This is an optimization exercise on Yosys and OpenROAD, whose aim is small area, not a production implementation. Only simulation tests tie the RTL to the original design; equivalence was not proved. The flow treats the clock pin as an ideal source, which a real chip does not have. Power and IR drop assume default switching activity.

## the previous run
==> flow/design.v <==
`timescale 1ns / 1ps
module clock_divider(
    input wire clk,
    input wire rst,
    output wire tick,
    output wire scan,
    output wire sample,
    output wire blink
);
reg [4:0] k32;
reg [2:0] a;    
reg [6:0] b;    
reg bl;
wire a_wrap = a[2] & ~a[1];
wire a0 = ~a[2] & ~a[0];
wire fb = b[6] ^ (b[5] | ~b[4]);
wire b0 = (b == 7'd0);
always @(posedge clk) begin
    if (rst) begin
        k32 <= 5'd0; a <= 3'd0; b <= 7'd0; bl <= 1'b0;
    end else begin
        k32 <= k32 + 5'd1;
        a <= {a[1:0], ~(a[1] | a[2])};
        if (a0) b <= {b[5:0], fb};
        if (a_wrap && b0) bl <= ~bl;
    end
end
assign tick   = a0 && b0 && (k32[2:0] == 3'd4);
assign scan   = a0 && (k32[1:0] == 2'd2);
assign sample = (k32 == 5'd15);
assign blink  = bl;
endmodule
`timescale 1ns / 1ps
module debouncer(
    input clk_sys,
    input rst,
    input en,
    input button,
    output button_output,
    output rise
);
reg [4:0] count;
reg out;
wire [4:0] c = count;
wire ge2 = (c[0] & (c[1] | c[2] | c[3] | c[4])) | (c[1] & (c[2] | c[3] | c[4]))
         | (c[2] & (c[3] | c[4])) | (c[3] & c[4]);
wire ge3 = (c[0] & c[1] & (c[2] | c[3] | c[4])) | (c[0] & c[2] & (c[3] | c[4]))
         | (c[0] & c[3] & c[4]) | (c[1] & c[2] & (c[3] | c[4])) | (c[1] & c[3] & c[4])
         | (c[2] & c[3] & c[4]);
wire hi = ge3;
wire lo = ~ge2;
always @(posedge clk_sys) begin
    if (rst) begin
        count <= 5'b0;
        out <= 1'b0;
    end else if (en) begin
        count <= {count[3:0], button};
        out <= hi | (out & ~lo);
    end
end
assign button_output = out;
assign rise = en & hi & ~out;
endmodule
`timescale 1ns / 1ps
module stopwatch(
    input clk,
    input reset,
    input btnd,
    input btnr,
    input [7:0] sw,
    output [7:0] seg,
    output [3:0] an
    );
wire tick, scan, sample, blink;
clock_divider ClockDivider(.clk(clk), .rst(reset), .tick(tick), .scan(scan),
    .sample(sample), .blink(blink));
wire clr;
wire clr_rise_unused;
debouncer RstDebouncer(.clk_sys(clk), .rst(reset), .en(sample), .button(btnd),
    .button_output(clr), .rise(clr_rise_unused));
wire pause_out_unused;
wire pause_rise;
debouncer PauseDebouncer(.clk_sys(clk), .rst(reset), .en(sample), .button(btnr),
    .button_output(pause_out_unused), .rise(pause_rise));
reg paused;
always @(posedge clk) begin
    if (reset)
        paused <= 1'b0;
    else if (pause_rise)
        paused <= ~paused;
end
reg adj;     
always @(posedge clk) begin
    if (scan)
        adj <= sw[0];
end
reg [3:0] s0;    
reg [2:0] s1;    
reg [3:0] m0;    
reg [2:0] m1;    
reg half;        
reg blink_m, blink_s;
reg P;
wire clear = reset | clr;
wire run = tick & ~paused;
always @(posedge clk) begin
    if (clear) begin
        half <= 1'b0;
        blink_m <= 1'b0;
        blink_s <= 1'b0;
    end else if (run) begin
        if (!adj)
            half <= ~half;
        blink_m <= adj & ~sw[1];
        blink_s <= adj & sw[1];
    end
end
always @(posedge clk) begin
    if (reset) begin
        P <= 1'b0;
    end else begin
        if (scan)
            P <= 1'b0;
        else if (run & ~clr)
            P <= 1'b1;
    end
end
wire s0_9 = s0[3] & s0[0];
wire s1_5 = s1[2] & s1[0];
wire m0_9 = m0[3] & m0[0];
wire m1_5 = m1[2] & m1[0];
wire step = scan & P;
wire inc_s = step & (adj ? blink_s : ~half);
wire inc_m = step & (adj ? blink_m : (~half & s0_9 & s1_5));
wire [3:0] t_s0 = {inc_s & s0[0] & (s0[3] | (s0[2] & s0[1])), inc_s & s0[0] & s0[1],
                   inc_s & s0[0] & ~s0[3], inc_s};
wire inc_s1 = inc_s & s0_9;
wire [2:0] t_s1 = {inc_s1 & s1[0] & (s1[1] | s1[2]), inc_s1 & s1[0] & ~s1[2], inc_s1};
wire [3:0] t_m0 = {inc_m & m0[0] & (m0[3] | (m0[2] & m0[1])), inc_m & m0[0] & m0[1],
                   inc_m & m0[0] & ~m0[3], inc_m};
wire inc_m1 = inc_m & m0_9;
wire [2:0] t_m1 = {inc_m1 & m1[0] & (m1[1] | m1[2]), inc_m1 & m1[0] & ~m1[2], inc_m1};
always @(posedge clk) begin
    if (reset || (scan && clr)) begin
        s0 <= 4'd0;
        s1 <= 3'd0;
        m0 <= 4'd0;
        m1 <= 3'd0;
    end else begin
        s0 <= s0 ^ t_s0;
        s1 <= s1 ^ t_s1;
        m0 <= m0 ^ t_m0;
        m1 <= m1 ^ t_m1;
    end
end
reg [2:0] ds;
always @(posedge clk) begin
    if (reset)
        ds <= 3'b000;
    else if (scan)
        ds <= {ds[1] & ds[0], ds[0], ~(ds[2] & ds[0])};
end
wire d_s0 = ds[0] & ~ds[1];
wire d_s1 = ds[1] & ~ds[2];
wire d_m0 = ds[2] & ds[0];
wire d_m1 = ds[2] & ~ds[0];
wire [3:0] dig = ({4{d_s0}} & s0) | ({4{d_s1}} & {1'b0, s1})
               | ({4{d_m0}} & m0) | ({4{d_m1}} & {1'b0, m1});
assign an[0] = ~d_s0 | (blink_s & blink);
assign an[1] = ~d_s1 | (blink_s & blink);
assign an[2] = ~d_m0 | (blink_m & blink);
assign an[3] = ~d_m1 | (blink_m & blink);
wire [3:0] d = dig;
wire [6:0] segs;
assign segs[0] = ~d[3] & ~d[1] & (d[2] ^ d[0]);
assign segs[1] = d[2] & (d[1] ^ d[0]);
assign segs[2] = ~d[2] & d[1] & ~d[0];
assign segs[3] = (d[2] & ~d[1] & ~d[0]) | (~d[2] & ~d[1] & d[0] & ~d[3]) | (d[2] & d[1] & d[0]);
assign segs[4] = d[0] | (d[2] & ~d[1]);
assign segs[5] = (~d[3] & ~d[2] & d[0]) | (~d[2] & d[1]) | (d[1] & d[0]);
assign segs[6] = (~d[3] & ~d[2] & ~d[1]) | (d[2] & d[1] & d[0]);
assign seg = {1'b1, segs};
endmodule
Settings: LEC_CHECK=0, CAP_MARGIN=20, CORE_MARGIN=2, CORE_UTILIZATION=40, GPL_TIMING_DRIVEN=0, SLEW_MARGIN=20; clock period 12.0 ns.
standard.sh (not shown) runs the stock make flow with config.mk's settings and CLKGATE_MAP_FILE= SYNTH_SCRIPT=/design/flow/synth_recipe.tcl, a recipe that flattens the netlist after the stock synthesis.
==> flow/flow/run.sh <==
#!/bin/bash
# Own layout flow: the standard synthesis, then an area re-mapping of the
# combinational logic (flip-flops untouched: same instances, names and cells),
# then the standard layout with smaller port buffers and a hand-made
# three-buffer clock tree (manual_cts.tcl). Each tool writes its full output to a log_* file here.
set -euo pipefail
W=$(pwd)
F=$W/flow
PLAT=${FLOW_PLATFORM:-sky130hd}
R=$W/orfs/results/$PLAT/stopwatch/base
YOSYS=$FLOW_HOME/../tools/install/yosys/bin/yosys
[ -x "$YOSYS" ] || YOSYS=yosys
LIB=$FLOW_HOME/platforms/$PLAT/lib/sky130_fd_sc_hd__tt_025C_1v80.lib

bash standard.sh synth > $W/log_1_synth.txt 2>&1

cp $R/1_2_yosys.v $W/standard_synth.v
python3 $F/mkmodels.py $W/standard_synth.v $LIB > $W/cell_models.v

# map with ABC under several random seeds, four at a time, and keep the smallest
SEEDS="1 2 3 4 5 6 7 8 9 10 11 12 13 14 15 16"
for S in $SEEDS; do
  sed "s/@SEED@/$S/" $F/remap.abc > $W/remap_$S.abc
  REMAP_LIB=$LIB REMAP_MODELS=$W/cell_models.v REMAP_IN=$W/standard_synth.v \
  REMAP_OUT=$W/remapped_$S.v REMAP_STAT=$W/remap_stat_$S.txt REMAP_ABC=$W/remap_$S.abc \
  REMAP_DONT_USE="$(cat $F/dont_use.txt)" \
    $YOSYS -c $F/remap.tcl > $W/log_2_remap_$S.txt 2>&1 &
  if [ $((S % 4)) -eq 0 ]; then wait; fi
done
wait
best=""; bestarea=""
for S in $SEEDS; do
  a=$(grep "Chip area" $W/remap_stat_$S.txt | awk '{print $NF}') || continue
  [ -n "$a" ] || continue
  if [ -z "$best" ] || awk "BEGIN{exit !($a < $bestarea)}"; then best=$S; bestarea=$a; fi
done
echo "remap: chose $best with area $bestarea" > $W/log_2_remap_choice.txt
cp $W/remapped_$best.v $R/1_2_yosys.v
rm -f $R/1_synth.odb $R/1_synth.sdc

bash standard.sh \
  "BUFFER_PORTS_ARGS=-buffer_cell sky130_fd_sc_hd__buf_1" \
  "CTS_ARGS=$(cat $F/cts_args.txt)" \
  "PRE_CTS_TCL=$F/manual_cts.tcl" \
  finish > $W/log_3_layout.txt 2>&1
Other scripts of this flow, unchanged in this note and not shown: flow/flow/cts_args.txt, flow/flow/dont_use.txt, flow/flow/manual_cts.tcl, flow/flow/mkmodels.py, flow/flow/remap.abc, flow/flow/remap.tcl
The previous run | status: complete | timing, DRC, antenna: pass
diff inputs: the previous run => the current run
-- flow/flow/run.sh --
<<< the previous run, line 20
# map with ABC under several random seeds, four at a time, and keep the smallest
SEEDS="1 2 3 4 5 6 7 8 9 10 11 12 13 14 15 16"
for S in $SEEDS; do
>>> the current run, line 20
# map with ABC under several random seeds, four at a time, and keep the smallest
SEEDS="1 2 3 4 5 6 7 8"
for S in $SEEDS; do
Results
For final area, the current run and the previous run come out practically identical. The current run and the previous run ended up with roughly the same clock skew. Side by side, first-pass GRT wire length turned out lower in the current run than in the previous run. Per the comparison of the current run with the previous run, fmax up 7.8%; worst setup slack increased by 360 ps relative to the old numbers. The current run vs the previous run, critical path depth in cells went down by 2. Utilization: the current run vs the previous run down 0.17 points. Diff the previous run -> the current run: multi-input combinational gate total up 1; pin count of the biggest net entering global routing down 2. | power | the previous run vs the current run | ≈ equal |. The area growth from synthesis to layout in the current run was lower than what the previous run gave.

static timing again, ports no longer ideal:
The results above use ideal ports. As a check the final layouts listed here were re-extracted and re-timed, cells and wires unchanged.
Step 1, drivers: a clkbuf_16 drives clk and a buf_2 each remaining input, both assumed.
Step 2 moves the port delays by t, midway between the first and last clock arrival at a register: inputs arrive t later, outputs are due t later. That takes back most of the time a late clock gives input paths.
Slacks: ideal / step 1 / step 2; pairs: ideal / step 1.
run | shift t [ns] | setup slack, ns | worst slew at a driven data input, ns
the previous run | 0.202 | 7.025 / 6.980 / 7.181 | 0.03
the current run | 0.198 | 7.385 / 7.343 / 7.541 | 0.03
After both steps setup and hold are still met in every run listed.
